From an optimization exercise on the open Yosys and OpenROAD flow, aimed at small area and a short achievable clock period; shortcuts taken in it are not production practice.
Only simulation tests tie the RTL to the original design; equivalence was not proved.

== alpha ==
// UnaryMultiplier
module UnaryMultiplier
#(
    parameter INPUT_WIDTH = 32,
    parameter COUNT_WIDTH = $clog2(INPUT_WIDTH + 1),
    parameter EPSILON = 8
)
(
    input logic a,
    input logic b,
    input logic [1:0] ready,
    input logic clk,
    input logic reset,
    output logic valid,
    output logic y
);
Size in the first run: about 0.0040 sq mm of cells after synthesis.
==> flow/config.mk <==
export PLATFORM = sky130hd
export DESIGN_NAME = UnaryMultiplier
export DESIGN_NICKNAME = UnaryMultiplier
export VERILOG_FILES = /design/flow/design.v
export SDC_FILE = /design/flow/constraint.sdc
export NUM_CORES = 4
export LEC_CHECK = 0
export CAP_MARGIN = 20
export CORE_MARGIN = 2
export CORE_UTILIZATION = 40
export PLACE_DENSITY = 0.6
export SLEW_MARGIN = 20
==> flow/constraint.sdc <==
create_clock -name core_clock -period 8.0 [get_ports {clk}]
set_input_delay 1.6000 -clock core_clock [delete_from_list [all_inputs] [get_ports {clk}]]
set_output_delay 1.6000 -clock core_clock [all_outputs]
set_load 0.01 [all_outputs]
standard.sh (not shown) runs the stock make flow with config.mk's settings and CLKGATE_MAP_FILE= SYNTH_SCRIPT=/design/flow/synth_recipe.tcl, a recipe that flattens the netlist after the stock synthesis.
==> flow/flow/run.sh <==
#!/bin/bash
# The standard layout, with plain buffers on the ports and timing repair
# aimed at a setup slack of SETUP_SLACK_MARGIN.
export BUFFER_PORTS_ARGS="-buffer_cell sky130_fd_sc_hd__buf_2"
export SETUP_SLACK_MARGIN=5.0
bash standard.sh > standard.log 2>&1
alpha: no failed stages, no open violations at the end
Changes in beta relative to alpha:
==> flow/flow/run.sh <==
#!/bin/bash
# The standard layout, except that:
#  - synthesis maps the logic with flow/abc_speed.script (three rounds of
#    &syn2/&dch/&nf) instead of ORFS's ABC script; the rest of synthesis,
#    and so the registers, are ORFS's as run by standard.sh;
#  - the ports get plain buf_4 buffers;
#  - timing repair aims at a setup slack of SETUP_SLACK_MARGIN.
set -e
rm -rf scripts_alt
cp -r "$FLOW_HOME/scripts" scripts_alt
cp flow/abc_speed.script scripts_alt/abc_speed.script
export BUFFER_PORTS_ARGS="-buffer_cell sky130_fd_sc_hd__buf_4"
export SETUP_SLACK_MARGIN=5.3
bash standard.sh SCRIPTS_DIR="$PWD/scripts_alt" synth > synth.log 2>&1
bash standard.sh > standard.log 2>&1
==> flow/flow/abc_speed.script (new file) <==
&get -n
&st
&syn2
&dch
&nf
&st
&syn2
&dch
&nf
&st
&syn2
&dch
&nf
&put
buffer -c
topo
stime -c
upsize -c
dnsize -c
Notes after the runs:
- [compare] base=alpha new=beta: first-pass GRT wire length now smaller; vias after detailed routing now smaller; area enclosed by the die boundary now smaller; total routing usage reported by global routing comparable; worst path setup slack after routing now larger.
- alpha ended up with y as its first element of the critical path; beta ended up with f_upper[0].
- Diff alpha -> beta: critical path depth increased 3, placeable core region decreased 5.9%.
- Number of remaining DRC errors: beta vs alpha — no meaningful difference
- For worst hold slack, alpha and beta come out practically identical.
Setup changes, beta to gamma
diff --git a/flow/flow/run.sh b/flow/flow/run.sh
--- a/flow/flow/run.sh
+++ b/flow/flow/run.sh
@@ -6 +6 @@
-#  - the ports get plain buf_4 buffers;
+#  - the ports get plain buf_2 buffers;
@@ -12,2 +12,2 @@
-export BUFFER_PORTS_ARGS="-buffer_cell sky130_fd_sc_hd__buf_4"
-export SETUP_SLACK_MARGIN=5.3
+export BUFFER_PORTS_ARGS="-buffer_cell sky130_fd_sc_hd__buf_2"
+export SETUP_SLACK_MARGIN=5.4
--- outcome ---
For the count of buffer and inverter cells on the critical path, gamma came in 1 higher than beta did. The count of clock-buffer cells in the layout number comes out higher for beta vs gamma. beta -> gamma: wire length of the first global-routing pass flat. Compared with beta, in gamma post-route minimum period moved up, wire length moved up. Cmp beta and gamma / post-cts sizing count / higher: gamma. beta → gamma: final critical-path setup slack has decreased; met3 capacity usage during global routing -0.55 points.
diff inputs: gamma => delta
diff --git a/flow/flow/run.sh b/flow/flow/run.sh
--- a/flow/flow/run.sh
+++ b/flow/flow/run.sh
@@ -13 +13,2 @@
-export SETUP_SLACK_MARGIN=5.4
+export SETUP_SLACK_MARGIN=5.3
+export RECOVER_POWER=90
--- outcome ---
The worst-path cell with the longest stage delay comes out sky130_fd_sc_hd__dfrtp_2 in one run and sky130_fd_sc_hd__nor3_1 in the other, namely in gamma and delta respectively.
gamma → delta: cell area reported after detailed placement shrank by about 0.4%, wire length of the first global-routing pass shrank by 0.72%.

[static timing again, ports no longer ideal]
The flow's constraints put no driver on any port. The routed layouts listed below were extracted and timed again, unchanged, in two steps. Step 1: set_driving_cell puts a clkbuf_16 on clk and a buf_2 on each other input, an assumption about the parent block. Step 2 adds t to the input delays and takes it off the output delays; t is the mean of the earliest and latest rising clock arrival at the registers after step 1. Input paths then give back, and output paths get back, about the clock's delay inside the block. Slacks: ideal / step 1 / step 2; pairs: ideal / step 1.
| run | shift t [ns] | setup WS [ns] | worst setup path at the end |
|---|---|---|---|
| alpha | 0.366 | 5.201 / 5.201 / 4.905 | input to register |
| beta | 0.362 | 5.366 / 5.364 / 5.102 | input to register |
| gamma | 0.370 | 5.330 / 5.330 / 5.124 | input to register |
| delta | 0.376 | 5.009 / 5.009 / 5.009 | register to register |
After both steps every run listed still meets setup and hold. The setup slack of alpha, which loses most, moves by 0.000 ns with the drivers and by -0.296 ns with both steps.
